Source: an optimization exercise on an open RTL-to-GDS flow (aim: small area). Production flows keep margins and buffers that such runs may drop. At most, simulation tests tie the RTL to the original design; equivalence was not proved. Only the layout flow was run in runs 1 to 5; the RTL was not checked for function there. The clock port is modelled as an ideal driver; clocking choices that lean on that would not hold on a real chip. Power and IR drop assume default switching activity.

<file path="flow/design.v">
module topModule (
    input clk,
    input rst,
    input btnL,
    input [1:0] sw,
    input [3:0] JC_cols,
    input btnR,
    output audio_gain,
    output audio_shutdown,
    output audio_out,
    output reg [3:0] JC_rows,
    output [3:0] an,
    output reg [6:0] seg
);
    assign audio_shutdown = 1'b1;
    assign audio_gain = 1'b1;
    reg [5:0] c50;
    reg       k1;
    reg [2:0] d5;
    reg       dp;
    wire w50  = c50[5] & c50[4] & c50[0];       
    wire w100 = w50 & k1;                       
    wire tick = w100 & ~dp;                     
    wire ge25 = c50 >= 6'd25;
    wire k4 = ((d5 == 3'd1) & (k1 | ge25)) | ((d5 == 3'd2) & ~k1) |
              ((d5 == 3'd3) & k1 & ge25) | (d5 == 3'd4);
    always @(posedge clk) begin
        if (rst) begin
            c50 <= 0; k1 <= 0; d5 <= 0; dp <= 0;
        end else begin
            c50 <= w50 ? 6'd0 : c50 + 6'd1;
            if (w50) k1 <= ~k1;
            if (w100) begin
                d5 <= d5[2] ? 3'd0 : d5 + 3'd1;
                dp <= ~dp;
            end
        end
    end
    reg rl;
    always @(posedge clk) begin
        if (rst) rl <= 1'b1;
        else if (tick) rl <= 1'b0;
    end
    reg [1:0]  status;       
    reg [2:0]  ctr;          
    reg [2:0]  pctr;         
    reg [4:0]  db;
    reg        validPin;
    reg        play, fail;
    reg [2:0]  tp0, tp1, tp2, tp3;
    reg        tc;
    reg        blv;          
    reg [1:0]  blr;          
    reg        clean;
    reg [4:0]  led;
    reg        adj_set;
    reg [7:0]  cpH, cpL;     
    reg [7:0]  stH, stL;     
    reg [7:0]  lpH, lpL;     
    reg        accS, accL;   
    wire en = tick & (status != 2'd1);
    wire pressed = (JC_cols != 4'b1111);
    wire edge_ = ~db[4] & ~db[2] & ~db[1];      
    wire dbmax = ~db[3] & ~db[2] & ~db[0];      
    wire R0 = ~JC_rows[0] & JC_rows[1];
    wire R1 = ~JC_rows[1] & JC_rows[0];
    wire R2 = ~JC_rows[2] & JC_rows[0];
    wire R3 = ~JC_rows[3] & JC_rows[0];
    wire K0 = (JC_cols == 4'b1110);
    wire K1 = (JC_cols == 4'b1101);
    wire K2 = (JC_cols == 4'b1011);
    wire K3 = (JC_cols == 4'b0111);
    wire isdig = (R0 & K3) | ((R0 | R1 | R2) & (K0 | K1 | K2));
    wire isC = R3 & K2;
    wire isE = R2 & K3;
    wire isD = R3 & K3;
    wire [3:0] dv = {K2 & ~R0, K1 | (K2 & R0), (K0 & (R1 | R2)) | (K1 & R2) | (K2 & R0),
                     ((K0 | K2) & ~R1) | (K1 & R1)};
    wire kev = en & edge_;
    wire wr = kev & isdig & ~ctr[2];
    wire wr0 = wr & (ctr[1:0] == 2'd0);
    wire wr1 = wr & (ctr[1:0] == 2'd1);
    wire wr2 = wr & (ctr[1:0] == 2'd2);
    wire wr3 = wr & (ctr[1:0] == 2'd3);
    always @(posedge clk) begin
        if (rst) begin
            JC_rows <= 4'b0000;
            db <= 5'b01011;
            ctr <= 0;
            pctr <= 3'd7;
            validPin <= 0;
        end else begin
            if (en) begin
                db <= !pressed ? 5'b01011 : (dbmax ? db : {db[3:0], db[4] ^ db[1]});
                if (!pressed)
                    JC_rows <= {JC_rows[2] | ~JC_rows[3], JC_rows[1] | ~JC_rows[3],
                                JC_rows[0] | ~JC_rows[3], JC_rows[3]};
                pctr <= ctr;
                validPin <= edge_ & isE & ctr[2];
            end
            if (kev) begin
                if (isdig) begin
                    if (!ctr[2]) ctr <= ctr + 3'd1;
                end else if (isC | (isE & ctr[2])) ctr <= 0;
                else if (isD) ctr <= ctr - 3'd1;
            end
        end
    end
    wire [7:0] cpH_rot = {cpH[6:0], cpH[7] & ~rl};
    wire [7:0] cpL_rot = {cpL[6:0], cpL[7] & ~rl};
    wire [7:0] cpH_wr = {dv[2:0], dv[3], dv[2:0], dv[3]};   
    wire [7:0] wmH = {{3{wr0}}, wr1, {3{wr1}}, wr0};
    wire [7:0] wmL = {{3{wr2}}, wr3, {3{wr3}}, wr2};
    always @(posedge clk) begin
        cpH <= (wmH & cpH_wr) | (~wmH & cpH_rot);
        cpL <= (wmL & cpH_wr) | (~wmL & cpL_rot);
    end
    wire [2:0] rb = 3'd2 - c50[2:0];
    wire rs = rl & ~k1;
    wire kH = (8'h43 >> rb);
    wire kL = (8'h21 >> rb);
    wire ldS = adj_set;                                
    wire tz = ~|{tp0, tp1, tp2, tp3, tc};               
    wire ldL = play & fail & tz;                        
    always @(posedge clk) begin
        stH <= {stH[6:0], ldS ? cpH[7] : (rs ? kH : stH[7])};
        stL <= {stL[6:0], ldS ? cpL[7] : (rs ? kL : stL[7])};
        lpH <= {lpH[6:0], ldL ? cpH[7] : (lpH[7] & ~rl)};
        lpL <= {lpL[6:0], ldL ? cpL[7] : (lpL[7] & ~rl)};
    end
    wire eqS = (cpH[7] == stH[7]) & (cpL[7] == stL[7]);
    wire eqL = (cpH[7] == lpH[7]) & (cpL[7] == lpL[7]);
    always @(posedge clk) begin
        accS <= w50 | (accS & eqS);
        accL <= w50 | (accL & eqL);
    end
    wire match = accS & eqS;           
    wire newfail = ~(accL & eqL);
    wire tend = tp3[2] & tp1[0] & tp1[1] & tp1[2] & tp0[2];    
    wire start = tick & ~clean & (status == 2'd0) & validPin & (match | newfail);
    wire cin = (tick & play & ~tend) | tc;
    wire [3:0] tsum = {1'b0, tp3} + {3'b000, cin};
    always @(posedge clk) begin
        if (rst | start) begin
            tp0 <= 0; tp1 <= 0; tp2 <= 0; tp3 <= 0; tc <= 0;
        end else begin
            tp0 <= tsum[2:0]; tp1 <= tp0; tp2 <= tp1; tp3 <= tp2; tc <= tsum[3];
        end
    end
    always @(posedge clk) begin
        if (rst) begin
            status <= 0;
            play <= 0;
            fail <= 0;
            blv <= 0;
            blr <= 2'd3;
            clean <= 0;
        end else if (tick) begin
            if (play & tend) play <= 0;
            if (start) begin
                play <= 1;
                fail <= ~match;
            end
            if (clean)
                status <= 0;
            else begin
                case (status)
                    2'd0: if (validPin & match) status <= 1;
                    2'd1: if (sw[0]) status <= 2;
                    2'd2: if (validPin) status <= 0;
                    default: ;
                endcase
            end
            if (btnL != blv) begin
                blv <= btnL;
                blr <= 2'd0;
            end else if (blr != 2'd3)
                blr <= blr + 2'd1;
            if (blr == 2'd3) clean <= blv;    
        end
    end
    assign audio_out = play & (fail ? k4 : k1);
    reg [1:0] slot;
    assign an = {~(rl | (slot == 2'd1)), ~(rl | (slot == 2'd2)),
                 ~(rl | (slot == 2'd3)), ~(rl | (slot == 2'd0))};
    reg [3:0] dig;
    always @(*) begin
        case (slot)
            2'd0: dig = cpH[7:4];
            2'd1: dig = cpH[3:0];
            2'd2: dig = cpL[7:4];
            default: dig = cpL[3:0];
        endcase
    end
    wire has  = (pctr > {1'b0, slot});    
    wire has0 = (pctr != 3'd0);
    wire isword = (status == 2'd1) | ((status == 2'd2) & adj_set) | ~has0;
    wire [1:0] wcode = {(status == 2'd0) | (status[1] & ~adj_set), status[1]};
    wire [4:0] nled = isword ? {1'b1, slot, wcode} : (has ? {1'b0, dig} : 5'b01111);
    always @(posedge clk) begin
        if (rst) begin
            slot <= 2'd0;
            led <= 0;
            adj_set <= 0;
        end else if (tick) begin
            if (status != 2'd2) adj_set <= 0;
            else if (validPin) adj_set <= 1;
            slot <= slot + 2'd1;
            led <= nled;
        end
    end
    always @(*) begin
        seg[6] = (led[3] & led[2]) | (led[4] & led[3] & led[0]) | (~led[4] & led[2] & ~led[1] & ~led[0]) | (led[4] & led[2] & led[1] & led[0]) | (~led[4] & ~led[3] & ~led[2] & ~led[1] & led[0]) | (led[4] & ~led[3] & ~led[2] & led[1] & ~led[0]);
        seg[5] = ~((~led[4] & ~led[2]) | (~led[3] & ~led[1] & ~led[0]) | (~led[3] & led[1] & led[0]) | (led[4] & led[2] & led[1] & ~led[0]));
        seg[4] = (led[4] & led[3] & ~led[2]) | (led[3] & led[2] & led[0]) | (~led[2] & led[1] & ~led[0]) | (led[4] & ~led[3] & led[2] & ~led[1]);
        seg[3] = (led[3] & led[2] & led[0]) | (led[2] & ~led[1] & ~led[0]) | (led[4] & ~led[2] & led[1] & led[0]) | (~led[4] & led[2] & led[1] & led[0]) | (~led[4] & ~led[3] & ~led[2] & ~led[1] & led[0]);
        seg[2] = (~led[4] & led[0]) | (led[3] & led[2] & led[0]) | (~led[4] & led[2] & ~led[1]) | (led[3] & led[1] & led[0]) | (~led[3] & ~led[2] & ~led[1] & led[0]);
        seg[1] = (led[3] & led[2]) | (~led[4] & ~led[2] & led[1]) | (led[2] & led[1] & led[0]) | (led[3] & led[1] & led[0]) | (~led[4] & ~led[3] & ~led[2] & led[0]);
        seg[0] = ~((led[4] & ~led[3] & led[0]) | (led[3] & ~led[2] & ~led[1]) | (~led[3] & led[2] & ~led[1]) | (~led[4] & ~led[2] & led[1]) | (led[3] & led[2] & ~led[0]) | (~led[4] & led[3]) | (~led[4] & led[2] & ~led[0]));
    end
endmodule
</file>
<file path="flow/flow/run.sh">
#!/bin/bash
# Own layout flow: the standard layout (standard.sh), with three changes:
#  - synthesis runs the standard flow's synthesis script (synth_recipe.tcl) unchanged, except that the final
#    ABC technology mapping uses flow/abc.script (area mapping, no buffering or upsizing)
#    instead of ORFS's speed script; registers and their names are not affected;
#  - buffer_ports puts a sky130_fd_sc_hd__buf_1 on every input and output port;
#  - clock tree synthesis uses clkbuf cells from CTS_BUFS and inserts no dummy loads.
# Each tool's output is in orfs/logs/; make's full output is in own_flow.log.
set -euo pipefail
W=$(pwd)
CTS_BUFS=${CTS_BUFS:-sky130_fd_sc_hd__clkbuf_4 sky130_fd_sc_hd__clkbuf_8}
CTS_EXTRA=${CTS_EXTRA:-}
{
  printf 'proc abc {args} {\n'
  printf '  set i [lsearch -exact $args -script]\n'
  printf '  if {$i >= 0} { lset args [expr {$i + 1}] {%s/flow/abc.script} }\n' "$W"
  printf '  puts "own flow: abc $args"\n'
  printf '  yosys abc {*}$args\n'
  printf '}\n'
  cat synth_recipe.tcl
} > own_synth.tcl
sed -E "s#SYNTH_SCRIPT=[^ ]*#SYNTH_SCRIPT=$W/own_synth.tcl#" standard.sh > own_standard.sh
grep -q "SYNTH_SCRIPT=$W/own_synth.tcl" own_standard.sh
export BUFFER_PORTS_ARGS="-buffer_cell sky130_fd_sc_hd__buf_1"
export CTS_ARGS="-sink_clustering_enable -repair_clock_nets -buf_list {$CTS_BUFS} -dont_use_dummy_load $CTS_EXTRA"
bash own_standard.sh > own_flow.log 2>&1
</file>
<file path="flow/flow/abc.script">
strash
balance
rewrite
refactor
balance
rewrite -z
refactor -z
balance
dch
amap
topo
</file>
<file path="flow/standard.sh">
#!/bin/bash
# synth_recipe.tcl (not shown) runs the flow's synth.tcl, then flattens the netlist and writes it again
# the make line also repeats each setting of config.mk as NAME=value (left out here)
make -C /OpenROAD-flow-scripts/flow DESIGN_CONFIG=/design/flow/config.mk WORK_HOME=/design/flow/orfs CLKGATE_MAP_FILE= SYNTH_SCRIPT=/design/flow/synth_recipe.tcl "${@:-finish}"
</file>
<file path="flow/config.mk">
export PLATFORM = sky130hd
export DESIGN_NAME = topModule
export DESIGN_NICKNAME = topModule
export VERILOG_FILES = /design/flow/design.v
export SDC_FILE = /design/flow/constraint.sdc
export NUM_CORES = 4
export LEC_CHECK = 0
export CAP_MARGIN = 20
export CORE_MARGIN = 2
export CORE_UTILIZATION = 40
export SLEW_MARGIN = 20
</file>
<file path="flow/constraint.sdc">
create_clock -name core_clock -period 10.0 [get_ports {clk}]
set_input_delay 2.0000 -clock core_clock [delete_from_list [all_inputs] [get_ports {clk}]]
set_output_delay 2.0000 -clock core_clock [all_outputs]
set_load 0.01 [all_outputs]
</file>
==> out/results.tsv, run 1 <==
stage	metric	value	unit
outcome	run_status	complete, no violations	
cells_and_area	drive_above_1_share	2.30	%
floorplanning	io_pins	28	
cells_and_area	synthToLayoutAreaGrowth	9.09	%
timing	final.period_utilization	41.5	%
worst_setup_path	setup.worst_path.class	reg2out	
clock_tree	clkSlewWorstSetupHoldPaths	0.10	ns
global_route	gr-max-usage-layer	met2	
floorplanning	die_x	108	µm
synth	syn-instance-count	489	
timing	hold_viol	0	
global_route	gr-usage-met1	21.3	%
clock_tree	cts_max_level	3	
routing	drt-wirelength-per-cell	13.3	µm
cells_and_area	antenna_cells_inserted	0	
floorplanning	die_area	11700	µm²
timing	max_clock_freq	241	MHz
worst_setup_path	timing.rr.start	c50[0]$_SDFF_PP0_	
synth	synth_largest_type_area_fraction	49.3	%
placement	buffer_ports.inserted	23	
timing	worst_hold_slack	0.329	ns
global_route	met2_usage	25.5	%
clock_tree	cts_tree	yes	
cells_and_area	design.final.nets	563	
routing	starting_drc_count_in_detailed_routing	192	
run	max_cap_violations	0	
synth	seq_area_frac_synth	49.3	%
power_and_ir_drop	power_per_cell_area	140	nW/µm²
clock_tree	cts_resized	0	
timing	setup_tns	0	ns
worst_setup_path	worstPathArrival	2.15	ns
min_path	min_path_cells	0	
timing	grt_setup_unrepaired	no	
routing	drt_pre_antenna_iters	5	
synth	flip_flop_and_latch_count_after_synthesis	107	
worst_setup_path	timing.rr.end	ctr[2]$_SDFFE_PP0P_	
power_and_ir_drop	power.leakage	0.00179	µW
timing	max-slew-margin-rel	48.0	%
routing	drt_wl_total	8790	µm
floorplanning	initial_utilization	40.5	%
timing	drv_slew	0	
routing	final_antenna_net_count	0	
worst_setup_path	cp_data_required_time	8.00	ns
clock_tree	root_buffer	sky130_fd_sc_hd__clkbuf_8	
min_path	whs_endpoint	lpH[3]$_DFF_P_	
worst_setup_path	crit_path_capture_type	output pin	
routing	num_vias	3475	
synth	synth-main-ff-cell	sky130_fd_sc_hd__dfxtp_1	
power_and_ir_drop	irDropWorstVdd	0.0000778	V
global_route	grt.overflow.total	0	
timing	number_of_setup_violations_in_the_final_report	0	
synth	asyncSetResetFlopFracSynth	0	%
global_route	antenna_found_initial	0	
synth	yosys.area.top_type	sky130_fd_sc_hd__dfxtp_1	
worst_setup_path	ff2ff_path_depth	12	
timing	min_period	4.15	ns
worst_setup_path	cp-start-kind	flop	
floorplanning	fp.coreArea	10700	µm²
clock_tree	num_cts_buffers	9	
synth	syn_avg_cell_area	8.89	µm²
global_route	global_route.usage.met3	3.13	%
power_and_ir_drop	p_total	665	µW
global_route	first_pass_grt_wire_length	14900	µm
floorplanning	fp.dieH	108	µm
worst_setup_path	setup_slack_reg_to_reg	5.87	ns
clock_tree	post_cts_hold_buffer_count	0	
cells_and_area	final-instance-count-excl-fill	662	
global_route	grt_start_max_net_pins	32	
floorplanning	rows	38	
synth	synth.top_cells.by_area	sky130_fd_sc_hd__dfxtp_1 (49%), sky130_fd_sc_hd__ha_1 (8.3%), sky130_fd_sc_hd__nor2_1 (6.0%)	
global_route	via_count_of_the_first_global_routing_pass	3241	
clock_tree	ctsLongestPathBuffers	2	
placement	hpwlAfterDp	6550	µm
synth	synthesis.yosys.warnings	1	
routing	post_dr_vias_cell	5.25	
worst_setup_path	critPathMaxFanout	5	
timing	finalClockSkew	0.0292	ns
timing	worst_pin_slew	0.780	ns
global_route	grt_use_total	15.9	%
placement	post-place-cells	653	
synth	synth_cell_area	4350	µm²
synth	yosysUniqueCellTypes	45	
clock_tree	clock_sink_count	107	
placement	gpl.final_weighted_congestion	0.904	
synth	synth_enable_flop_cells	0	
clock_tree	clk_latency	0.36	ns
clock_tree	post_cts_buffers	0	
min_path	hold_path.startpoint	lpH[2]$_DFF_P_	
min_path	hp-class	reg2reg	
routing	drcViolationCount	0	
worst max-delay path by stage:
| stage | from | end | slack [ns] |
|---|---|---|---|
| 4_1_cts | c50[0]$_SDFF_PP0_ | ctr[2]$_SDFFE_PP0P_ | 5.52 |
| 3_3_place_gp | c50[0]$_SDFF_PP0_ | ctr[2]$_SDFFE_PP0P_ | 5.65 |
| 5_1_grt | c50[0]$_SDFF_PP0_ | ctr[2]$_SDFFE_PP0P_ | 5.22 |
| 6_report | c50[1]$_SDFF_PP0_ | audio_out | 5.85 |
| 3_5_place_dp | c50[0]$_SDFF_PP0_ | ctr[2]$_SDFFE_PP0P_ | 5.57 |
| 2_1_floorplan | c50[0]$_SDFF_PP0_ | ctr[2]$_SDFFE_PP0P_ | 6.15 |
logic make-up (layout without fill, tap and decap cells):
family	Yosys count	in the layout	synth area share, %
and+or+nand+nor	153	153	15.7
AOI/OAI and AO/OA	133	133	20.8
DFF	107	107	49.3
buffers and inverters	66	98	5.87
adders and majority gates	29	29	8.35
other	1	2	0.0862
metal layers:
layer / wire (µm) / vias up / share of wire [%]
met5: 0 / - / 0
met4: 91 / 0 / 1.0
met3: 326 / 8 / 3.7
met2: 4010 / 67 / 46
met1: 4360 / 1598 / 50
li1: - / 1802 / -
metrics by stage:
step / utilization (%) / instance area, µm² / setup slack (ns)
2_1_floorplan: - / 4350 / 6.15
3_3_place_gp: 42.9 / 4610 / 5.65
3_5_place_dp: 42.9 / 4610 / 5.57
4_1_cts: 44.1 / 4740 / 5.52
5_1_grt: 44.1 / 4740 / 5.22
6_report: 44.1 / 4740 / 5.85
cell type report:
cell class / count / area [µm²]
clock buffer: 9 / 124
fill: 1069 / 6000
inverter: 64 / 240
multi-input combinational: 317 / 1960
sequential: 107 / 2140
tap: 140 / 175
timing repair buffer: 25 / 101
where the power goes:
group / switching (µW) / internal, µW / total, µW
Sequential: 5.36 / 440 / 445
Combinational: 12.2 / 5.61 / 17.8
Clock: 121 / 81.1 / 202
Total: 138 / 527 / 665
synthesized netlist by cell type, drive strengths merged, types with 2 or more instances:
cell and n:
a211o 4, a211oi 10, a21oi 28, a221o 2, a221oi 9, a222oi 3
a22oi 5, a31oi 3, and3 11, buf 2, clkinv 64, dfxtp 107
ha 29, nand2 30, nand3 12, nand4 2, nor2 69, nor2b 3
nor3 16, nor3b 2, nor4 2, o211ai 3, o21ai 33, o221a 2
o221ai 4, o22a 4, o22ai 6, o311a 2, o32ai 4, or4 3
worst max-delay path, cell delays in order, from the launching register on:
cell and delay (ns):
sky130_fd_sc_hd__dfxtp_1 0.41, sky130_fd_sc_hd__clkinv_1 0.14, sky130_fd_sc_hd__ha_1 0.20, sky130_fd_sc_hd__o311a_1 0.33, sky130_fd_sc_hd__o22a_1 0.15, sky130_fd_sc_hd__o21ai_0 0.17, sky130_fd_sc_hd__a21oi_1 0.09, sky130_fd_sc_hd__a21oi_1 0.11
sky130_fd_sc_hd__nor2_1 0.07, sky130_fd_sc_hd__buf_1 0.13
cell usage in the layout, fill, tap and decap left out, drive strengths merged, types with 3 or more instances in the layout:
| cell type | synthesis | layout |
|---|---|---|
| o211ai | 3 | 3 |
| a221oi | 9 | 9 |
| a222oi | 3 | 3 |
| a211oi | 10 | 10 |
| o22ai | 6 | 6 |
| buf | 2 | 25 |
| ha | 29 | 29 |
| nand2 | 30 | 30 |
| a21oi | 28 | 28 |
| a31oi | 3 | 3 |
| nor2b | 3 | 3 |
| or4 | 3 | 3 |
| clkbuf | 0 | 9 |
| o21ai | 33 | 33 |
| o22a | 4 | 4 |
| o221ai | 4 | 4 |
| dfxtp | 107 | 107 |
| o32ai | 4 | 4 |
| a211o | 4 | 4 |
| and3 | 11 | 11 |
| clkinv | 64 | 64 |
| a22oi | 5 | 5 |
| nor2 | 69 | 69 |
| nor3 | 16 | 16 |
| nand3 | 12 | 12 |
registers in the layout, indices dropped and copies added, names as in the netlist, 2 cells and up:
name     cells
JC_rows      4
blr          2
c50          6
cpH          8
cpL          8
ctr          3
d5           3
db           5
led          5
lpH          8
lpL          8
pctr         3
slot         2
stH          8
stL          8
status       2
tp0          3
tp1          3
tp2          3
tp3          3
==> run 2, diff against run 1 <==
==> flow/flow/abc.script (replaced) <==
strash
rewrite
refactor
resub
dch
amap
topo
==> run 2 against run 1 <==
  * Still clean on timing, DRC and antenna
  * First-iteration DRC count increased by 11%
  * Die area decreased by 0.28%
  * Clock skew increased by 0.0045 ns
  * Register-to-register slack got worse by 0.06 ns
  * Clock-buffer cell count unchanged
  * Synthesized cell count increased by 0.41%
  * Flip-flop and latch count unchanged
  * Clock power about the same
  * Worst hold slack got worse by 0.030 ns
  * Via count increased by 0.23%
  * Critical path depth increased by 2
  * Highest routed layer unchanged
==> out/results.tsv, run 2 <==
stage	metric	value	unit	change
clock_tree	clkSlewWorstSetupHoldPaths	0.10	ns	about the same
placement	postPlaceCellArea	4600	µm²	-0.27%
clock_tree	ctsLongestPathBuffers	2		unchanged
global_route	first_pass_grt_wire_length	14600	µm	-1.9%
routing	final_antenna_net_count	0		unchanged
worst_setup_path	crit_path_capture_type	flop		
synth	synth-main-ff-cell	sky130_fd_sc_hd__dfxtp_1		
floorplanning	die_area	11700	µm²	-0.28%
cells_and_area	final-instance-count-excl-fill	664		+0.30%
cells_and_area	antenna_cells_inserted	0		unchanged
synth	synthSimpleGateAreaFrac	15.8	%	+0.10 points
synth	synth_largest_type_area_fraction	49.4	%	+0.14 points
synth	seq_area_frac_synth	49.4	%	+0.14 points
synth	yosys.area.top_type	sky130_fd_sc_hd__dfxtp_1		
worst_setup_path	timing.critical_path.cells	nand3_1 > nor2_1 > clkinv_1 > nor2_1 > clkinv_1 > nor2_1 > clkinv_1 > nor4_1 > nand4_1 > nand2_1 > o21ai_0		
synth	post_synth_mux_area_share	0	%	unchanged
power_and_ir_drop	p_total	666	µW	+0.25%
synth	syn-instance-count	491		+0.41%
worst_setup_path	path_delay_family	simple AND/OR/NAND/NOR gates		
min_path	hp-class	reg2reg		
synth	syn_avg_cell_area	8.83	µm²	-0.69%
power_and_ir_drop	irDropWorstVdd	0.0000656	V	-16%
timing	number_of_setup_violations_in_the_final_report	0		unchanged
worst_setup_path	crit_path_max_incr_delay	0.78	ns	+0.37 ns
cells_and_area	postLayoutCellArea	4720	µm²	-0.40%
placement	buffer_ports.inserted	23		unchanged
worst_setup_path	cp_data_required_time	10.22	ns	+2.22 ns
global_route	grt.overflow.total	0		unchanged
cells_and_area	multi_input_area	1940	µm²	-0.96%
placement	gpl.final_weighted_congestion	0.809		-11%
clock_tree	cts_resized	0		unchanged
clock_tree	cts_tree	yes		
placement	hpwlAfterDp	6400	µm	-2.2%
clock_tree	num_cts_buffers	9		unchanged
worst_setup_path	critPathMaxFanout	17		+12
timing	final.period_utilization	41.9	%	+0.45 points
clock_tree	clock_sink_count	107		unchanged
routing	post_dr_vias_cell	5.25		about the same
worst_setup_path	worstPathArrival	4.41	ns	+2.26 ns
cells_and_area	synthToLayoutAreaGrowth	8.98	%	
cells_and_area	design.final.nets	565		+0.36%
power_and_ir_drop	power_per_cell_area	141	nW/µm²	+0.65%
outcome	run_status	complete, no violations		
synth	synth_enable_flop_cells	0		unchanged
synth	combinational_family_with_the_most_area_after_synthesis	compound AO/OA/AOI/OAI gates		
clock_tree	post_cts_hold_buffer_count	0		unchanged
clock_tree	root_buffer	sky130_fd_sc_hd__clkbuf_8		
timing	finalClockSkew	0.0337	ns	+0.00453 ns
synth	flip_flop_and_latch_count_after_synthesis	107		unchanged
synth	post_synth_fa_ha_maj_area_fraction	8.37	%	+0.024 points
synth	yosysUniqueCellTypes	40		-11%
timing	worst_hold_slack	0.299	ns	-0.0303 ns
placement	post-place-cells	655		+0.31%
global_route	grt_start_max_net_pins	23		-28%
global_route	via_count_of_the_first_global_routing_pass	3224		-0.52%
clock_tree	post_cts_buffers	0		unchanged
synth	synth_top_cells_by_count	sky130_fd_sc_hd__dfxtp_1 (107), sky130_fd_sc_hd__nor2_1 (70), sky130_fd_sc_hd__clkinv_1 (64), sky130_fd_sc_hd__nand2_1 (37), sky130_fd_sc_hd__o21ai_0 (37)		
synth	synth.top_cells.by_area	sky130_fd_sc_hd__dfxtp_1 (49%), sky130_fd_sc_hd__ha_1 (8.4%), sky130_fd_sc_hd__nor2_1 (6.1%)		
routing	drcViolationCount	0		unchanged
floorplanning	initial_utilization	40.5	%	+0.063 points
floorplanning	rows	38		unchanged
global_route	antenna_found_initial	0		unchanged
synth	most_used_standard_cell_by_instance_count_after_synthesis	sky130_fd_sc_hd__dfxtp_1		
cells_and_area	drive_above_1_share	2.10	%	-0.20 points
global_route	grt_use_total	15.7	%	-0.18 points
timing	drv_slew	0		unchanged
synth	synthesis.yosys.warnings	1		unchanged
synth	asyncSetResetFlopFracSynth	0	%	unchanged
worst_setup_path	max_stage_delay_cell_worst_path	sky130_fd_sc_hd__nor4_1		
cells_and_area	area.sequential	2140	µm²	unchanged
routing	drt_pre_antenna_iters	4		-1
routing	drt_wl_total	8660	µm	-1.5%
floorplanning	io_pins	28		unchanged
clock_tree	clk_latency	0.37	ns	about the same
routing	drt-wirelength-per-cell	13.0	µm	-1.8%
routing	starting_drc_count_in_detailed_routing	214		+11%
floorplanning	fp.coreArea	10700	µm²	-0.44%
power_and_ir_drop	power.leakage	0.00172	µW	-4.3%
timing	grt_setup_unrepaired	no		
cells_and_area	mostFrequentLayoutCells	sky130_fd_sc_hd__dfxtp_1 (107), sky130_fd_sc_hd__nor2_1 (70), sky130_fd_sc_hd__clkinv_1 (64)		
floorplanning	fp.dieH	108	µm	-0.14%
timing	max-slew-margin-rel	36.3	%	-12 points
timing	setup_tns	0	ns	unchanged
timing	hold_viol	0		unchanged
worst_setup_path	setup.worst_path.class	reg2reg		
timing	max_clock_freq	239	MHz	-1.1%
cells_and_area	fillCellCount	1075		+0.56%
timing	worst_pin_slew	0.947	ns	+0.167 ns
floorplanning	die_x	108	µm	-0.14%
timing	min_period	4.19	ns	+0.0447 ns
worst_setup_path	cp-start-kind	flop		
clock_tree	cts_max_level	3		unchanged
synth	synthXorXnorAreaFrac	0	%	unchanged
cells_and_area	layout_commonest_cell	sky130_fd_sc_hd__dfxtp_1		
synth	synth-compound-area-share	20.5	%	-0.29 points
routing	num_vias	3483		+0.23%
worst_setup_path	worst-path-buf-inv	3		+1
run	max_cap_violations	0		unchanged
synth	synth_cell_area	4340	µm²	-0.29%
## run 2: changes by cell type in the layout (fill, tap and decap cells not counted), moves of 4 or more
cell                       before  now
sky130_fd_sc_hd__and3_1        11    2
sky130_fd_sc_hd__a21oi_1       28   22
sky130_fd_sc_hd__o21ai_0       33   37
sky130_fd_sc_hd__o22a_1         4    0
sky130_fd_sc_hd__nand2_1       30   37
sky130_fd_sc_hd__o221a_1        2    7
sky130_fd_sc_hd__a211oi_1      10   14
sky130_fd_sc_hd__a221oi_1       9    3
sky130_fd_sc_hd__nand4_1        2    8
## run 2: kinds of logic after synthesis
logic type | Yosys count
compound gates | 131
fa+ha+maj | 29
buf+inv | 66
flops | 107
other cells | 1
simple gates | 157
## run 2: cell type report
class                      instances  share of cell area [%]
timing repair buffer              25                    2.15
clock buffer                       9                    2.62
multi-input combinational        319                    41.1
tap                              140                    3.71
sequential                       107                    45.3
inverter                          64                    5.08
## run 2: final timing paths
kind / start / to / slack, ns / cells past startpoint
hold / removal: lpL[4]$_DFF_P_ / lpL[5]$_DFF_P_ / 0.30 / 0
setup / recovery: c50[0]$_SDFF_PP0_ / cpH[1]$_DFF_P_ / 5.81 / 11
setup reg to reg: c50[0]$_SDFF_PP0_ / cpH[1]$_DFF_P_ / 5.81 / 11
hold reg to reg: lpL[4]$_DFF_P_ / lpL[5]$_DFF_P_ / 0.30 / 0
## run 2: routing by layer
metal	vias to the layer above	GRT usage, %	part of all wire [%]
li1	1795	-	-
met1	1609	20.1	48
met2	70	26.5	47
met3	9	2.35	3.2
met4	0	6.68	1.7
met5	-	0	0
## run 2: worst register-to-register path, cell delays in order (launching register included)
cell                       delay [ns]
sky130_fd_sc_hd__dfxtp_1         0.48
sky130_fd_sc_hd__nand3_1         0.26
sky130_fd_sc_hd__nor2_1          0.22
sky130_fd_sc_hd__clkinv_1        0.15
sky130_fd_sc_hd__nor2_1          0.15
sky130_fd_sc_hd__clkinv_1        0.41
sky130_fd_sc_hd__nor2_1          0.48
sky130_fd_sc_hd__clkinv_1        0.32
sky130_fd_sc_hd__nor4_1          0.78
sky130_fd_sc_hd__nand4_1         0.50
sky130_fd_sc_hd__nand2_1         0.20
sky130_fd_sc_hd__o21ai_0         0.11
## run 2: through the flow
stage / setup slack (ns) / util (%)
4_1_cts: 5.77 / 44.2
2_1_floorplan: 6.15 / -
6_report: 5.81 / 44.2
5_1_grt: 5.18 / 44.2
3_5_place_dp: 5.63 / 43.0
3_3_place_gp: 5.67 / 43.0
## run 2: where the power goes
part	internal (µW)	leakage, µW	total, µW	switching (µW)
registers	438	0.000867	443	4.96
clock network	81.1	0.0000647	205	124
logic	6.15	0.000786	18.2	12.1
total	526	0.00172	666	141
==> run 3, diff against run 2 <==
--- a/flow/flow/run.sh
+++ b/flow/flow/run.sh
@@ -9,5 +9,5 @@
 set -euo pipefail
 W=$(pwd)
-CTS_BUFS=${CTS_BUFS:-sky130_fd_sc_hd__clkbuf_4 sky130_fd_sc_hd__clkbuf_8}
+CTS_BUFS="sky130_fd_sc_hd__clkbuf_4 sky130_fd_sc_hd__clkbuf_8"
 CTS_EXTRA=${CTS_EXTRA:-}
 {
@@ -23,4 +23,5 @@
 grep -q "SYNTH_SCRIPT=$W/own_synth.tcl" own_standard.sh
 export BUFFER_PORTS_ARGS="-buffer_cell sky130_fd_sc_hd__buf_1"
+if [[ -f flow/pre_cts.tcl ]]; then export PRE_CTS_TCL=$W/flow/pre_cts.tcl; fi
 export CTS_ARGS="-sink_clustering_enable -repair_clock_nets -buf_list {$CTS_BUFS} -dont_use_dummy_load $CTS_EXTRA"
 bash own_standard.sh > own_flow.log 2>&1
==> flow/flow/abc.script (replaced) <==
strash
dch
amap
topo
==> flow/flow/pre_cts.tcl (new file) <==
configure_cts_characterization -max_slew 0.1
==> run 3 against run 2 <==
  * Critical path depth decreased by 1
  * Global-route usage increased by 0.58 points
  * Die area increased by 0.94%
  * Critical path type unchanged
  * Critical endpoint unchanged
  * Largest cell class unchanged
  * Largest power group unchanged
==> out/results.tsv, run 3 <==
stage	metric	value	unit	change
power_and_ir_drop	power.leakage	0.00173	µW	+0.83%
synth	synth_top_cells_by_count	sky130_fd_sc_hd__dfxtp_1 (107), sky130_fd_sc_hd__nor2_1 (72), sky130_fd_sc_hd__clkinv_1 (65), sky130_fd_sc_hd__nand2_1 (36), sky130_fd_sc_hd__o21ai_0 (36)		
worst_setup_path	timing.critical_path.cells	and3_1 > nand2_1 > nor2_1 > clkinv_1 > nor2_1 > clkinv_1 > nor4_1 > nand4_1 > nand2_1 > o21ai_0		
floorplanning	fp.dieH	109	µm	+0.47%
routing	post_dr_vias_cell	5.25		about the same
timing	worst_pin_slew	0.990	ns	+0.0432 ns
cells_and_area	design.final.nets	572		+1.2%
clock_tree	clock_sink_count	107		unchanged
timing	finalClockSkew	0.0361	ns	+0.00234 ns
synth	yosysUniqueCellTypes	40		unchanged
synth	synth_enable_flop_cells	0		unchanged
cells_and_area	fillCellCount	1081		+0.56%
routing	starting_drc_count_in_detailed_routing	221		+3.3%
global_route	first_pass_grt_wire_length	15200	µm	+4.0%
cells_and_area	layout_commonest_cell	sky130_fd_sc_hd__dfxtp_1		
global_route	via_count_of_the_first_global_routing_pass	3335		+3.4%
cells_and_area	synthToLayoutAreaGrowth	8.72	%	
synth	most_used_standard_cell_by_instance_count_after_synthesis	sky130_fd_sc_hd__dfxtp_1		
synth	yosys.area.top_type	sky130_fd_sc_hd__dfxtp_1		
worst_setup_path	crit_path_max_incr_delay	0.82	ns	+0.04 ns
synth	synth_cell_area	4380	µm²	+0.98%
routing	final_antenna_net_count	0		unchanged
synth	synth-main-ff-cell	sky130_fd_sc_hd__dfxtp_1		
placement	gpl.final_weighted_congestion	0.845		+4.5%
synth	syn-instance-count	499		+1.6%
worst_setup_path	setup.worst_path.class	reg2reg		
clock_tree	clkSlewWorstSetupHoldPaths	0.09	ns	about the same
routing	drt_pre_antenna_iters	5		+1
min_path	hp-class	reg2reg		
placement	preCtsSetupSlack	5.19	ns	-0.443 ns
clock_tree	num_cts_buffers	9		unchanged
worst_setup_path	max_stage_delay_cell_worst_path	sky130_fd_sc_hd__nor4_1		
synth	seq_area_frac_synth	48.9	%	-0.48 points
floorplanning	rows	38		unchanged
placement	buffer_ports.inserted	23		unchanged
timing	final.period_utilization	49.0	%	+7.1 points
cells_and_area	drive_above_1_share	1.88	%	-0.22 points
timing	max_clock_freq	204	MHz	-14%
timing	min_period	4.90	ns	+0.708 ns
worst_setup_path	cp_data_required_time	10.20	ns	-0.02 ns
worst_setup_path	cp-start-kind	flop		
clock_tree	cts_resized	0		unchanged
timing	number_of_setup_violations_in_the_final_report	0		unchanged
synth	synth_largest_type_area_fraction	48.9	%	-0.48 points
global_route	grt_use_total	16.3	%	+0.58 points
synth	asyncSetResetFlopFracSynth	0	%	unchanged
floorplanning	io_pins	28		unchanged
floorplanning	die_area	11800	µm²	+0.94%
floorplanning	fp.coreArea	10700	µm²	+0.44%
cells_and_area	mostFrequentLayoutCells	sky130_fd_sc_hd__dfxtp_1 (107), sky130_fd_sc_hd__nor2_1 (72), sky130_fd_sc_hd__clkinv_1 (65)		
routing	drcViolationCount	0		unchanged
routing	drt-wirelength-per-cell	13.4	µm	+2.5%
synth	synthesis.yosys.warnings	1		unchanged
clock_tree	post_cts_buffers	0		unchanged
outcome	run_status	complete, no violations		
global_route	grt.overflow.total	0		unchanged
worst_setup_path	critPathMaxFanout	18		+1
placement	hpwlAfterDp	6650	µm	+3.9%
clock_tree	post_cts_hold_buffer_count	0		unchanged
timing	grt_setup_unrepaired	no		
timing	worst_slack_setup_final	5.10	ns	-0.708 ns
routing	drt_wl_total	8970	µm	+3.5%
worst_setup_path	crit_path_capture_type	flop		
timing	drv_slew	0		unchanged
cells_and_area	post-route-util	44.3	%	+0.13 points
timing	hold_viol	0		unchanged
power_and_ir_drop	irDropWorstVdd	0.0000908	V	+38%
cells_and_area	antenna_cells_inserted	0		unchanged
timing	setup_tns	0	ns	unchanged
global_route	grt_start_max_net_pins	25		+8.7%
routing	num_vias	3520		+1.1%
power_and_ir_drop	power_per_cell_area	140	nW/µm²	-0.67%
worst_setup_path	worstPathArrival	5.10	ns	+0.69 ns
run	max_cap_violations	0		unchanged
clock_tree	clk_latency	0.36	ns	about the same
synth	syn_avg_cell_area	8.77	µm²	-0.64%
global_route	antenna_found_initial	0		unchanged
floorplanning	die_x	109	µm	+0.47%
floorplanning	initial_utilization	40.7	%	+0.22 points
synth	flip_flop_and_latch_count_after_synthesis	107		unchanged
timing	max-slew-margin-rel	33.4	%	-2.9 points
clock_tree	cts_tree	yes		
synth	synth.top_cells.by_area	sky130_fd_sc_hd__dfxtp_1 (49%), sky130_fd_sc_hd__ha_1 (8.3%), sky130_fd_sc_hd__nor2_1 (6.2%)		
[run 3: cell types whose count changed in the layout (fill, tap and decap cells not counted), sizes merged, moves of 2 or more]
cell / previous run / this run
a31oi: 5 / 8
o22ai: 7 / 4
o221a: 7 / 5
or2: 2 / 5
nand3: 10 / 7
a211oi: 14 / 20
nor2b: 6 / 10
o21a: 2 / 4
o311ai: 4 / 1
nor2: 70 / 72
a21oi: 22 / 25
nand4: 8 / 5
[run 3: worst paths after layout]
path | depth (start not counted) | startpoint | end | slack [ns]
worst max-delay path | 10 | c50[0]$_SDFF_PP0_ | cpH[1]$_DFF_P_ | 5.10
worst min-delay path | 0 | stL[2]$_DFF_P_ | stL[3]$_DFF_P_ | 0.32
worst max register to register | 10 | c50[0]$_SDFF_PP0_ | cpH[1]$_DFF_P_ | 5.10
worst min register to register | 0 | stL[2]$_DFF_P_ | stL[3]$_DFF_P_ | 0.32
[run 3: cell families after synthesis]
| logic type | after synthesis | synth area share, % |
|---|---|---|
| flip-flops | 107 | 48.9 |
| AND/OR/NAND/NOR | 159 | 15.9 |
| buffers and inverters | 67 | 5.92 |
| adder cells (fa/ha/maj) | 29 | 8.29 |
| AO/OA/AOI/OAI | 136 | 20.9 |
| other | 1 | 0.0857 |
[run 3: critical path: cells and delay by family (launching register included)]
| family | cells | cell delay (ns) |
|---|---|---|
| buffers and inverters | 2 | 1.01 |
| AOI/OAI and AO/OA | 1 | 0.12 |
| DFF | 1 | 0.47 |
| and+or+nand+nor | 7 | 3.17 |
[run 3: area by class of cell]
cell class | count | area [µm²] | share of cell area [%]
flip-flops and latches | 107 | 2140 | 45.0
multi-input cells | 326 | 1980 | 41.6
inverters | 65 | 244 | 5.13
well taps | 140 | 175 | 3.68
clock buffers | 9 | 124 | 2.60
repair buffers | 24 | 93.8 | 1.97
[run 3: routing by layer]
metal  part of all wire (%)  global-route usage (%)
met5                      0                       0
met4                    2.7                    8.15
met3                    4.1                    3.17
met2                     43                    25.8
met1                     50                    21.3
[run 3: power by group]
group	total, µW	switching, µW	internal [µW]
registers	443	4.93	439
logic	19.3	12.8	6.49
clock network	204	123	81.2
total	667	141	526
[run 3: stage by stage]
step | total power, µW | std cells | hold slack (ns) | instance area [µm²]
final | 667 | 671 | 0.316 | 4760
after global routing | 692 | 671 | 0.325 | 4760
after CTS | 674 | 671 | 0.321 | 4760
after detailed placement | 472 | 662 | 0.312 | 4640
after global placement | 472 | 662 | 0.311 | 4640
after floorplan | 464 | 500 | 0.310 | 4380
==> run 4, diff against run 3 <==
--- a/flow/flow/run.sh
+++ b/flow/flow/run.sh
@@ -9,5 +9,5 @@
 set -euo pipefail
 W=$(pwd)
-CTS_BUFS="sky130_fd_sc_hd__clkbuf_4 sky130_fd_sc_hd__clkbuf_8"
+CTS_BUFS="sky130_fd_sc_hd__clkbuf_8"
 CTS_EXTRA=${CTS_EXTRA:-}
 {
==> flow/flow/pre_cts.tcl (replaced) <==
configure_cts_characterization -max_slew 0.1 -max_cap 0.08
==> run 4 against run 3 <==
  * Still clean on timing, DRC and antenna
  * Core utilization stayed put
  * Routed wire length stayed put
  * Clock skew stayed put
  * Critical endpoint unchanged
  * Largest cell class unchanged
==> out/results.tsv, run 4 <==
stage	metric	value	unit	change
clock_tree	post_cts_hold_buffer_count	0		unchanged
routing	dr_wl_met2	3850	µm	unchanged
routing	detailroute.wirelength.met3	369	µm	unchanged
routing	drt_pre_antenna_iters	5		unchanged
global_route	first_pass_grt_wire_length	15200	µm	unchanged
timing	number_of_setup_violations_in_the_final_report	0		unchanged
synth	synthXorXnorAreaFrac	0	%	unchanged
synth	synth_cell_area	4380	µm²	unchanged
synth	yosys.area.top_type	sky130_fd_sc_hd__dfxtp_1		
routing	drcViolationCount	0		unchanged
power_and_ir_drop	irDropWorstVdd	0.0000908	V	unchanged
clock_tree	cts_tree	yes		
synth	syn-instance-count	499		unchanged
routing	num_vias	3520		unchanged
synth	yosysUniqueCellTypes	40		unchanged
worst_setup_path	worstPathArrival	5.10	ns	about the same
timing	max_clock_freq	204	MHz	unchanged
clock_tree	clk_latency	0.36	ns	about the same
routing	post_dr_vias_cell	5.25		unchanged
worst_setup_path	timing.rr.start	c50[0]$_SDFF_PP0_		
routing	drt_wl_total	8970	µm	unchanged
global_route	grt_use_total	16.3	%	unchanged
clock_tree	clkSlewWorstSetupHoldPaths	0.09	ns	about the same
synth	synth_enable_flop_cells	0		unchanged
synth	synth-main-ff-cell	sky130_fd_sc_hd__dfxtp_1		
synth	synth.top_cells.by_area	sky130_fd_sc_hd__dfxtp_1 (49%), sky130_fd_sc_hd__ha_1 (8.3%), sky130_fd_sc_hd__nor2_1 (6.2%)		
floorplanning	rows	38		unchanged
worst_setup_path	cp-start-kind	flop		
global_route	grt.overflow.total	0		unchanged
timing	hold_viol	0		unchanged
placement	gpl.final_weighted_congestion	0.845		unchanged
timing	setup_tns	0	ns	unchanged
routing	drt-wirelength-per-cell	13.4	µm	unchanged
routing	top_layer_used	met4		
timing	drv_slew	0		unchanged
timing	worst_slack_setup_final	5.10	ns	unchanged
synth	asyncSetResetFlopFracSynth	0	%	unchanged
cells_and_area	antenna_cells_inserted	0		unchanged
min_path	min_path_cells	0		unchanged
floorplanning	initial_utilization	40.7	%	unchanged
timing	final.period_utilization	49.0	%	unchanged
cells_and_area	area.sequential	2140	µm²	unchanged
synth	synthesis.yosys.warnings	1		unchanged
power_and_ir_drop	power.leakage	0.00173	µW	unchanged
synth	synth-compound-area-share	20.9	%	unchanged
timing	min_period	4.90	ns	unchanged
placement	preCtsSetupSlack	5.19	ns	unchanged
worst_setup_path	crit_path_capture_type	flop		
min_path	hold_path.startpoint	stL[2]$_DFF_P_		
floorplanning	die_area	11800	µm²	unchanged
power_and_ir_drop	power_per_cell_area	140	nW/µm²	unchanged
synth	flip_flop_and_latch_count_after_synthesis	107		unchanged
routing	final_antenna_net_count	0		unchanged
global_route	grt_start_max_net_pins	25		unchanged
run	max_cap_violations	0		unchanged
worst_setup_path	cp_data_required_time	10.20	ns	about the same
min_path	hp-class	reg2reg		
worst_setup_path	timing.rr.end	cpH[1]$_DFF_P_		
clock_tree	post_cts_buffers	0		unchanged
cells_and_area	layout_commonest_cell	sky130_fd_sc_hd__dfxtp_1		
min_path	whs_endpoint	stL[3]$_DFF_P_		
worst_setup_path	setup_slack_reg_to_reg	5.10	ns	about the same
routing	met1_length	4500	µm	unchanged
placement	hpwlAfterDp	6650	µm	unchanged
timing	finalClockSkew	0.0361	ns	unchanged
floorplanning	fp.dieH	109	µm	unchanged
synth	combinational_family_with_the_most_area_after_synthesis	compound AO/OA/AOI/OAI gates		
clock_tree	cts_resized	0		unchanged
cells_and_area	multi_input_area	1980	µm²	unchanged
routing	starting_drc_count_in_detailed_routing	221		unchanged
synth	synth_top_cells_by_count	sky130_fd_sc_hd__dfxtp_1 (107), sky130_fd_sc_hd__nor2_1 (72), sky130_fd_sc_hd__clkinv_1 (65), sky130_fd_sc_hd__nand2_1 (36), sky130_fd_sc_hd__o21ai_0 (36)		
global_route	antenna_found_initial	0		unchanged
clock_tree	num_cts_buffers	9		unchanged
floorplanning	fp.coreArea	10700	µm²	unchanged
cells_and_area	mostFrequentLayoutCells	sky130_fd_sc_hd__dfxtp_1 (107), sky130_fd_sc_hd__nor2_1 (72), sky130_fd_sc_hd__clkinv_1 (65)		
cells_and_area	drive_above_1_share	1.88	%	unchanged
worst_setup_path	timing.critical_path.from	c50[0]$_SDFF_PP0_		
synth	most_used_standard_cell_by_instance_count_after_synthesis	sky130_fd_sc_hd__dfxtp_1		
cells_and_area	fillCellCount	1081		unchanged
floorplanning	die_x	109	µm	unchanged
synth	post_synth_fa_ha_maj_area_fraction	8.29	%	unchanged
timing	grt_setup_unrepaired	no		
outcome	run_status	complete, no violations		
cells_and_area	synthToLayoutAreaGrowth	8.72	%	unchanged
synth	synth_largest_type_area_fraction	48.9	%	unchanged
worst_setup_path	critPathMaxFanout	18		unchanged
clock_tree	clock_sink_count	107		unchanged
synth	post_synth_mux_area_share	0	%	unchanged
synth	syn_avg_cell_area	8.77	µm²	unchanged
cells_and_area	design.final.nets	572		unchanged
synth	seq_area_frac_synth	48.9	%	unchanged
timing	max-slew-margin-rel	33.4	%	unchanged
synth	synthSimpleGateAreaFrac	15.9	%	unchanged
worst_setup_path	setup.worst_path.class	reg2reg		
timing	worst_pin_slew	0.990	ns	unchanged
floorplanning	io_pins	28		unchanged
placement	buffer_ports.inserted	23		unchanged
worst_setup_path	ff2ff_path_depth	10		unchanged
global_route	via_count_of_the_first_global_routing_pass	3335		unchanged
## run 4: cell counts after synthesis
Identical to the previous run, type by type.
## run 4: cell type report
class | instances | area share, %
clock buffer | 9 | 2.60
inverter | 65 | 5.13
multi-input combinational | 326 | 41.6
sequential | 107 | 45.0
tap | 140 | 3.68
timing repair buffer | 24 | 1.97
## run 4: layer usage
metal,up-vias,global-route usage (%)
li1,1817,-
met1,1611,21.3
met2,72,25.8
met3,20,3.17
met4,0,8.15
met5,-,0
## run 4: worst max-delay path by stage
stage	endpoint	slack [ns]	depth (start not counted)
finish	cpH[1]$_DFF_P_	5.10	10
global route	cpH[1]$_DFF_P_	4.46	10
CTS	ctr[0]$_SDFFE_PP0P_	5.18	11
detailed placement	cpH[1]$_DFF_P_	5.19	10
global placement	cpH[5]$_DFF_P_	5.20	10
floorplan	ctr[0]$_SDFFE_PP0P_	6.14	9
## run 4: cells by family after synthesis
logic type / count (synthesis)
simple gates: 159
compound gates: 136
flops: 107
buf+inv: 67
fa+ha+maj: 29
other cells: 1
## run 4: metrics by stage
step / cells / util (%) / hold slack [ns] / area [µm²] / power, µW
floorplan: 500 / - / 0.310 / 4380 / 464
global placement: 662 / 43.1 / 0.311 / 4640 / 472
detailed placement: 662 / 43.1 / 0.312 / 4640 / 472
CTS: 671 / 44.3 / 0.321 / 4760 / 674
global route: 671 / 44.3 / 0.325 / 4760 / 692
finish: 671 / 44.3 / 0.316 / 4760 / 667
## run 4: worst max-delay path, cell delays in order, from the launching register on
cell	delay, ns
sky130_fd_sc_hd__dfxtp_1	0.47
sky130_fd_sc_hd__and3_1	0.29
sky130_fd_sc_hd__nand2_1	0.17
sky130_fd_sc_hd__nor2_1	0.62
sky130_fd_sc_hd__clkinv_1	0.68
sky130_fd_sc_hd__nor2_1	0.59
sky130_fd_sc_hd__clkinv_1	0.33
sky130_fd_sc_hd__nor4_1	0.82
sky130_fd_sc_hd__nand4_1	0.50
sky130_fd_sc_hd__nand2_1	0.18
sky130_fd_sc_hd__o21ai_0	0.12
## run 4: report_power, final
group | switching, µW | internal, µW | total, µW
Sequential | 4.93 | 439 | 443
Combinational | 12.8 | 6.49 | 19.3
Clock | 123 | 81.2 | 204
==> run 5, diff against run 4 <==
--- a/flow/flow/run.sh
+++ b/flow/flow/run.sh
@@ -9,5 +9,5 @@
 set -euo pipefail
 W=$(pwd)
-CTS_BUFS="sky130_fd_sc_hd__clkbuf_8"
+CTS_BUFS="sky130_fd_sc_hd__clkbuf_16"
 CTS_EXTRA=${CTS_EXTRA:-}
 {
==> flow/flow/pre_cts.tcl (replaced) <==
configure_cts_characterization -max_slew 0.12
==> run 5 against run 4 <==
  * Core utilization increased by 0.94 points
  * Still clean on timing, DRC and antenna
  * Largest cell class unchanged
  * Largest power group unchanged
  * Non-clock buffer count is the same
  * Sequential share of layout area is 0.94 points lower
  * Worst hold slack gained 0.0032 ns
==> out/results.tsv, run 5 <==
stage	metric	value	unit	change
outcome	run_status	complete, no violations		
cells_and_area	drive_above_1_share	1.88	%	unchanged
worst_setup_path	worstPathArrival	5.15	ns	+0.05 ns
routing	post_dr_vias_cell	5.29		+0.91%
timing	hold_viol	0		unchanged
floorplanning	fp.coreArea	10700	µm²	unchanged
floorplanning	initial_utilization	40.7	%	unchanged
synth	synth.top_cells.by_area	sky130_fd_sc_hd__dfxtp_1 (49%), sky130_fd_sc_hd__ha_1 (8.3%), sky130_fd_sc_hd__nor2_1 (6.2%)		
synth	asyncSetResetFlopFracSynth	0	%	unchanged
power_and_ir_drop	power.switching_fraction	20.2	%	-0.84 points
synth	synth_largest_type_area_fraction	48.9	%	unchanged
min_path	hp-class	reg2reg		
global_route	grt_use_total	16.4	%	+0.061 points
routing	drt-wirelength-per-cell	13.5	µm	+0.98%
routing	final_antenna_net_count	0		unchanged
clock_tree	cts_resized	0		unchanged
routing	drcViolationCount	0		unchanged
global_route	via_count_of_the_first_global_routing_pass	3359		+0.72%
synth	syn_avg_cell_area	8.77	µm²	unchanged
synth	synthesis.yosys.warnings	1		unchanged
worst_setup_path	cp_data_required_time	10.24	ns	+0.04 ns
placement	gpl.final_weighted_congestion	0.845		unchanged
synth	synth_enable_flop_cells	0		unchanged
clock_tree	clk_latency	0.34	ns	-0.02 ns
synth	synth_cell_area	4380	µm²	unchanged
clock_tree	post_cts_hold_buffer_count	0		unchanged
synth	flip_flop_and_latch_count_after_synthesis	107		unchanged
cells_and_area	area.sequential	2140	µm²	unchanged
timing	setup_tns	0	ns	unchanged
global_route	first_pass_grt_wire_length	15400	µm	+0.95%
floorplanning	fp.dieH	109	µm	unchanged
clock_tree	clkSlewWorstSetupHoldPaths	0.06	ns	-0.03 ns
timing	min_period	4.91	ns	+0.0158 ns
cells_and_area	layout_commonest_cell	sky130_fd_sc_hd__dfxtp_1		
global_route	grt_start_max_net_pins	25		unchanged
cells_and_area	synthToLayoutAreaGrowth	11.0	%	
floorplanning	die_area	11800	µm²	unchanged
timing	final.period_utilization	49.1	%	+0.16 points
cells_and_area	postLayoutCellArea	4860	µm²	+2.1%
power_and_ir_drop	irDropWorstVdd	0.0000824	V	-9.3%
worst_setup_path	setup.worst_path.class	reg2reg		
timing	grt_setup_unrepaired	no		
clock_tree	post_cts_buffers	0		unchanged
routing	num_vias	3552		+0.91%
synth	most_used_standard_cell_by_instance_count_after_synthesis	sky130_fd_sc_hd__dfxtp_1		
run	max_cap_violations	0		unchanged
floorplanning	io_pins	28		unchanged
placement	hpwlAfterDp	6650	µm	unchanged
clock_tree	num_cts_buffers	9		unchanged
synth	yosys.area.top_type	sky130_fd_sc_hd__dfxtp_1		
routing	drt_pre_antenna_iters	5		unchanged
timing	max-slew-margin-rel	33.4	%	about the same
power_and_ir_drop	power.switching	153	µW	+9.1%
clock_tree	cts_tree	yes		
routing	drt_wl_total	9050	µm	+0.98%
cells_and_area	multi_input_area	1980	µm²	unchanged
power_and_ir_drop	share_of_total_power_in_the_clock_network	38.9	%	+8.3 points
synth	yosysUniqueCellTypes	40		unchanged
cells_and_area	antenna_cells_inserted	0		unchanged
power_and_ir_drop	power_frac_seq	58.6	%	-7.9 points
timing	worst_pin_slew	0.990	ns	-0.000225 ns
cells_and_area	post-route-util	45.2	%	+0.94 points
worst_setup_path	critPathMaxFanout	18		unchanged
worst_setup_path	cp-start-kind	flop		
synth	synth-main-ff-cell	sky130_fd_sc_hd__dfxtp_1		
global_route	grt.overflow.total	0		unchanged
timing	max_clock_freq	204	MHz	-0.32%
cells_and_area	fillCellCount	1056		-2.3%
timing	number_of_setup_violations_in_the_final_report	0		unchanged
clock_tree	clock_sink_count	107		unchanged
power_and_ir_drop	power.combinational.fraction	2.6	%	-0.3 points
power_and_ir_drop	power.leakage	0.00178	µW	+2.7%
placement	buffer_ports.inserted	23		unchanged
power_and_ir_drop	power_per_cell_area	156	nW/µm²	+11%
synth	syn-instance-count	499		unchanged
timing	finalClockSkew	0.0239	ns	-0.0121 ns
placement	postPlaceCellArea	4640	µm²	unchanged
synth	synth_top_cells_by_count	sky130_fd_sc_hd__dfxtp_1 (107), sky130_fd_sc_hd__nor2_1 (72), sky130_fd_sc_hd__clkinv_1 (65), sky130_fd_sc_hd__nand2_1 (36), sky130_fd_sc_hd__o21ai_0 (36)		
cells_and_area	mostFrequentLayoutCells	sky130_fd_sc_hd__dfxtp_1 (107), sky130_fd_sc_hd__nor2_1 (72), sky130_fd_sc_hd__clkinv_1 (65)		
routing	starting_drc_count_in_detailed_routing	167		-24%
cells_and_area	design.final.nets	572		unchanged
worst_setup_path	crit_path_capture_type	flop		
global_route	antenna_found_initial	0		unchanged
power_and_ir_drop	cellInternalPower	604	µW	+15%
floorplanning	die_x	109	µm	unchanged
floorplanning	rows	38		unchanged
synth	seq_area_frac_synth	48.9	%	unchanged
timing	drv_slew	0		unchanged
run 5: layout make-up:
cell class / instances / area share [%]
Sequential cell: 107 / 44.1
Multi-Input combinational cell: 326 / 40.7
Inverter: 65 / 5.02
Clock buffer: 9 / 4.63
Tap cell: 140 / 3.60
Timing Repair Buffer: 24 / 1.93
run 5: power groups by stage:
stage	logic [µW]	registers, µW	clock network, µW
2_1_floorplan	12.8	452	0
3_3_place_gp	18.8	453	0
3_5_place_dp	19.3	453	0
4_1_cts	19.4	444	300
5_1_grt	22.0	445	316
6_report	19.3	444	295
run 5: kinds of logic after synthesis:
kind of cell | share of synthesized area [%]
AOI/OAI and AO/OA | 20.9
adders and majority gates | 8.29
buffers and inverters | 5.92
DFF | 48.9
other | 0.0857
and+or+nand+nor | 15.9
run 5: worst max-delay path, cell delays in order, from the launching register on:
cell	delay, ns
sky130_fd_sc_hd__dfxtp_1	0.45
sky130_fd_sc_hd__and3_1	0.29
sky130_fd_sc_hd__nand2_1	0.17
sky130_fd_sc_hd__nor2_1	0.63
sky130_fd_sc_hd__clkinv_1	0.69
sky130_fd_sc_hd__nor2_1	0.59
sky130_fd_sc_hd__clkinv_1	0.33
sky130_fd_sc_hd__nor4_1	0.82
sky130_fd_sc_hd__nand4_1	0.50
sky130_fd_sc_hd__o21ai_0	0.36
run 5: routing by layer:
| metal | share of wire (%) | global-route usage, % | up-vias |
|---|---|---|---|
| li1 | - | - | 1822 |
| met1 | 50 | 21.6 | 1637 |
| met2 | 43 | 25.8 | 71 |
| met3 | 4.4 | 4.00 | 22 |
| met4 | 2.6 | 6.32 | 0 |
| met5 | 0 | 0 | - |
run 5: final timing paths:
kind                     to  cells after the start         startpoint  slack (ns)
min          stL[3]$_DFF_P_                      0     stL[2]$_DFF_P_        0.32
max          cpH[1]$_DFF_P_                      9  c50[0]$_SDFF_PP0_        5.09
min reg2reg  stL[3]$_DFF_P_                      0     stL[2]$_DFF_P_        0.32
max reg2reg  cpH[1]$_DFF_P_                      9  c50[0]$_SDFF_PP0_        5.09
run 5: metrics by stage:
stage | total power (µW) | std cells | hold slack [ns] | worst slack [ns]
2_1_floorplan | 464 | 500 | 0.310 | 6.14
3_3_place_gp | 472 | 662 | 0.311 | 5.20
3_5_place_dp | 472 | 662 | 0.312 | 5.19
4_1_cts | 764 | 671 | 0.321 | 5.18
5_1_grt | 784 | 671 | 0.324 | 4.46
6_report | 758 | 671 | 0.319 | 5.09
==> run 6, diff against run 5 <==
--- a/flow/design.v
+++ b/flow/design.v
@@ -43,6 +43,6 @@
     end
     reg [1:0]  status;       
-    reg [2:0]  ctr;          
-    reg [2:0]  pctr;         
+    reg [2:0]  ctr;
+    reg [1:0]  pend;         
     reg [4:0]  db;
     reg        validPin;
@@ -87,6 +87,6 @@
             JC_rows <= 4'b0000;
             db <= 5'b01011;
-            ctr <= 0;
-            pctr <= 3'd7;
+            ctr <= 3'd7;             
+            pend <= 2'd3;
             validPin <= 0;
         end else begin
@@ -96,12 +96,15 @@
                     JC_rows <= {JC_rows[2] | ~JC_rows[3], JC_rows[1] | ~JC_rows[3],
                                 JC_rows[0] | ~JC_rows[3], JC_rows[3]};
-                pctr <= ctr;
                 validPin <= edge_ & isE & ctr[2];
             end
-            if (kev) begin
-                if (isdig) begin
-                    if (!ctr[2]) ctr <= ctr + 3'd1;
-                end else if (isC | (isE & ctr[2])) ctr <= 0;
-                else if (isD) ctr <= ctr - 3'd1;
+            if (tick) begin
+                case (pend)
+                    2'd1: ctr <= ctr + 3'd1;
+                    2'd2: ctr <= ctr - 3'd1;
+                    2'd3: ctr <= 3'd0;
+                    default: ;
+                endcase
+                pend <= ~kev ? 2'd0 : (isdig & ~ctr[2]) ? 2'd1 : (isC | (isE & ctr[2])) ? 2'd3 :
+                        isD ? 2'd2 : 2'd0;
             end
         end
@@ -193,6 +196,6 @@
         endcase
     end
-    wire has  = (pctr > {1'b0, slot});    
-    wire has0 = (pctr != 3'd0);
+    wire has  = (ctr > {1'b0, slot});     
+    wire has0 = (ctr != 3'd0);
     wire isword = (status == 2'd1) | ((status == 2'd2) & adj_set) | ~has0;
     wire [1:0] wcode = {(status == 2'd0) | (status[1] & ~adj_set), status[1]};
--- a/flow/flow/run.sh
+++ b/flow/flow/run.sh
@@ -9,5 +9,5 @@
 set -euo pipefail
 W=$(pwd)
-CTS_BUFS="sky130_fd_sc_hd__clkbuf_16"
+CTS_BUFS="sky130_fd_sc_hd__clkbuf_4 sky130_fd_sc_hd__clkbuf_8"
 CTS_EXTRA=${CTS_EXTRA:-}
 {
==> flow/flow/abc.script (replaced) <==
strash
rewrite
refactor
resub
dch
amap
topo
removed: flow/flow/pre_cts.tcl
==> run 6 against run 5 <==
  * Still clean on timing, DRC and antenna
  * Synthesized area is 2.2% lower
  * Combinational power is 9.8% lower
  * Non-clock buffer count is 1 higher
  * Flip-flop and latch count is 1 lower
  * Core utilization is 0.26 points lower
  * Final area is 4.0% lower
  * Worst setup slack better by 0.67 ns
  * Clock power is 31% lower
  * Largest power group unchanged
==> out/results.tsv, run 6 <==
stage	metric	value	unit	change
placement	buffer_ports.inserted	23		unchanged
timing	setup_tns	0	ns	unchanged
cells_and_area	antenna_cells_inserted	0		unchanged
timing	drv_slew	0		unchanged
floorplanning	rows	37		-2.6%
synth	seq_area_frac_synth	49.6	%	+0.65 points
worst_setup_path	timing.rr.end	cpH[5]$_DFF_P_		
synth	synth-main-ff-cell	sky130_fd_sc_hd__dfxtp_1		
min_path	min_path_cells	0		unchanged
clock_tree	num_cts_buffers	9		unchanged
floorplanning	fp.coreArea	10400	µm²	-3.5%
cells_and_area	drive_above_1_share	2.11	%	+0.22 points
synth	flip_flop_and_latch_count_after_synthesis	106		-0.93%
floorplanning	die_area	11500	µm²	-2.1%
synth	synth_largest_type_area_fraction	49.6	%	+0.65 points
timing	grt_setup_unrepaired	no		
cells_and_area	area.sequential	2120	µm²	-0.93%
worst_setup_path	max_stage_delay_cell_worst_path	sky130_fd_sc_hd__dfxtp_1		
timing	number_of_setup_violations_in_the_final_report	0		unchanged
placement	preCtsSetupSlack	5.86	ns	+0.670 ns
worst_setup_path	setup_slack_reg_to_reg	5.78	ns	+0.69 ns
placement	hpwlAfterDp	6400	µm	-3.7%
power_and_ir_drop	power_per_cell_area	141	nW/µm²	-9.3%
worst_setup_path	worstPathArrival	2.24	ns	-2.91 ns
synth	yosysUniqueCellTypes	41		+2.5%
routing	starting_drc_count_in_detailed_routing	201		+20%
min_path	whs_endpoint	lpL[7]$_DFF_P_		
power_and_ir_drop	power_frac_seq	66.6	%	+8.0 points
cells_and_area	postLayoutCellArea	4660	µm²	-4.0%
routing	drt_wl_total	8680	µm	-4.1%
global_route	grt.overflow.total	0		unchanged
worst_setup_path	cp-start-kind	flop		
synth	synth_cell_area	4280	µm²	-2.2%
routing	post_dr_vias_cell	5.26		-0.67%
synth	synth_top_cells_by_count	sky130_fd_sc_hd__dfxtp_1 (106), sky130_fd_sc_hd__clkinv_1 (72), sky130_fd_sc_hd__nor2_1 (71), sky130_fd_sc_hd__nand2_1 (36), sky130_fd_sc_hd__o21ai_0 (32)		
clock_tree	clk_latency	0.37	ns	+0.03 ns
clock_tree	cts_tree	yes		
clock_tree	clock_sink_count	106		-0.93%
worst_setup_path	setup.worst_path.class	reg2out		
floorplanning	io_pins	28		unchanged
min_path	hp-class	reg2reg		
synth	most_used_standard_cell_by_instance_count_after_synthesis	sky130_fd_sc_hd__dfxtp_1		
cells_and_area	layout_commonest_cell	sky130_fd_sc_hd__dfxtp_1		
floorplanning	initial_utilization	41.3	%	+0.53 points
power_and_ir_drop	power.switching_fraction	21.0	%	+0.77 points
global_route	via_count_of_the_first_global_routing_pass	3296		-1.9%
cells_and_area	mostFrequentLayoutCells	sky130_fd_sc_hd__dfxtp_1 (106), sky130_fd_sc_hd__clkinv_1 (72), sky130_fd_sc_hd__nor2_1 (71)		
power_and_ir_drop	power.leakage	0.00174	µW	-2.2%
power_and_ir_drop	cellInternalPower	521	µW	-14%
placement	postPlaceCellArea	4540	µm²	-2.1%
timing	hold_viol	0		unchanged
worst_setup_path	critPathMaxFanout	4		-14
synth	synth.top_cells.by_area	sky130_fd_sc_hd__dfxtp_1 (50%), sky130_fd_sc_hd__ha_1 (7.0%), sky130_fd_sc_hd__clkinv_1 (6.3%)		
global_route	antenna_found_initial	0		unchanged
synth	yosys.area.top_type	sky130_fd_sc_hd__dfxtp_1		
timing	final.period_utilization	42.4	%	-6.7 points
timing	finalClockSkew	0.0358	ns	+0.0119 ns
worst_setup_path	timing.critical_path.cells	clkinv_1 > ha_1 > o311a_1 > o22a_1 > a221oi_1 > nor2_1 > a21oi_1 > a21oi_1 > buf_1		
cells_and_area	multi_input_area	1880	µm²	-5.2%
synth	synthesis.yosys.warnings	1		unchanged
global_route	grt_use_total	15.9	%	-0.44 points
outcome	run_status	complete, no violations		
timing	min_period	4.24	ns	-0.669 ns
routing	drt-wirelength-per-cell	13.2	µm	-2.2%
worst_setup_path	crit_path_capture_type	output pin		
cells_and_area	final-instance-count-excl-fill	658		-1.9%
timing	worst_slack_setup_final	5.76	ns	+0.669 ns
routing	drt_pre_antenna_iters	5		unchanged
global_route	first_pass_grt_wire_length	14900	µm	-3.3%
synth	asyncSetResetFlopFracSynth	0	%	unchanged
cells_and_area	fillCellCount	1033		-2.2%
run 6: power by group through the flow:
| stage | Combinational [µW] | Clock, µW | Sequential, µW |
|---|---|---|---|
| 2_1_floorplan | 11.5 | 0 | 447 |
| 3_3_place_gp | 17.0 | 0 | 449 |
| 3_5_place_dp | 17.5 | 0 | 449 |
| 4_1_cts | 17.6 | 211 | 440 |
| 5_1_grt | 20.0 | 226 | 441 |
| 6_report | 17.4 | 203 | 440 |
run 6: worst register-to-register path: stages, from the launching register on:
cell                       delay (ns)
sky130_fd_sc_hd__dfxtp_1         0.48
sky130_fd_sc_hd__nand3_1         0.23
sky130_fd_sc_hd__nor2_1          0.33
sky130_fd_sc_hd__clkinv_1        0.25
sky130_fd_sc_hd__nor2_1          0.19
sky130_fd_sc_hd__clkinv_1        0.43
sky130_fd_sc_hd__nor2_1          0.42
sky130_fd_sc_hd__clkinv_1        0.25
sky130_fd_sc_hd__nor4_1          0.46
sky130_fd_sc_hd__nand2_1         0.24
sky130_fd_sc_hd__nor3_1          0.29
sky130_fd_sc_hd__clkinv_1        0.27
sky130_fd_sc_hd__nand2_1         0.12
sky130_fd_sc_hd__o21ai_0         0.09
run 6: worst max path at each step:
| stage | startpoint | to | slack (ns) | cells after the start |
|---|---|---|---|---|
| 2_1_floorplan | c50[0]$_SDFF_PP0_ | cpL[2]$_DFF_P_ | 6.34 | 13 |
| 3_3_place_gp | c50[0]$_SDFF_PP0_ | cpL[2]$_DFF_P_ | 6.02 | 13 |
| 3_5_place_dp | c50[0]$_SDFF_PP0_ | cpH[5]$_DFF_P_ | 5.86 | 13 |
| 4_1_cts | c50[1]$_SDFF_PP0_ | audio_out | 5.71 | 9 |
| 5_1_grt | c50[0]$_SDFF_PP0_ | cpH[5]$_DFF_P_ | 5.25 | 13 |
| 6_report | c50[1]$_SDFF_PP0_ | audio_out | 5.76 | 9 |
run 6: cells by family (layout without fill, tap and decap cells):
logic type	after synthesis	in the layout	synth area share [%]
simple gates	154	154	15.7
other cells	1	2	0.0876
buf+inv	74	106	6.66
fa+ha+maj	25	25	7.48
flops	106	106	49.6
compound gates	129	129	20.5
run 6: final cells by class:
class / instances / share of cell area, %
Timing Repair Buffer: 25 / 2.17
Inverter: 72 / 5.79
Clock buffer: 9 / 2.66
Sequential cell: 106 / 45.5
Tap cell: 136 / 3.65
Multi-Input combinational cell: 310 / 40.2
run 6: per-stage QoR:
stage          hold WS, ns  power (µW)  util [%]
3_3_place_gp         0.310         466      43.8
2_1_floorplan        0.310         459         -
3_5_place_dp         0.312         467      43.8
4_1_cts              0.309         669      45.0
5_1_grt              0.313         688      45.0
6_report             0.307         660      45.0
run 6: per-layer routing:
layer  share of wire [%]  up-vias  GRT usage [%]
met5                   0        -              0
met4                 1.5        0           4.76
met3                 3.8       14           3.81
met2                  46       75           26.7
met1                  48     1584           20.4
li1                    -     1787              -
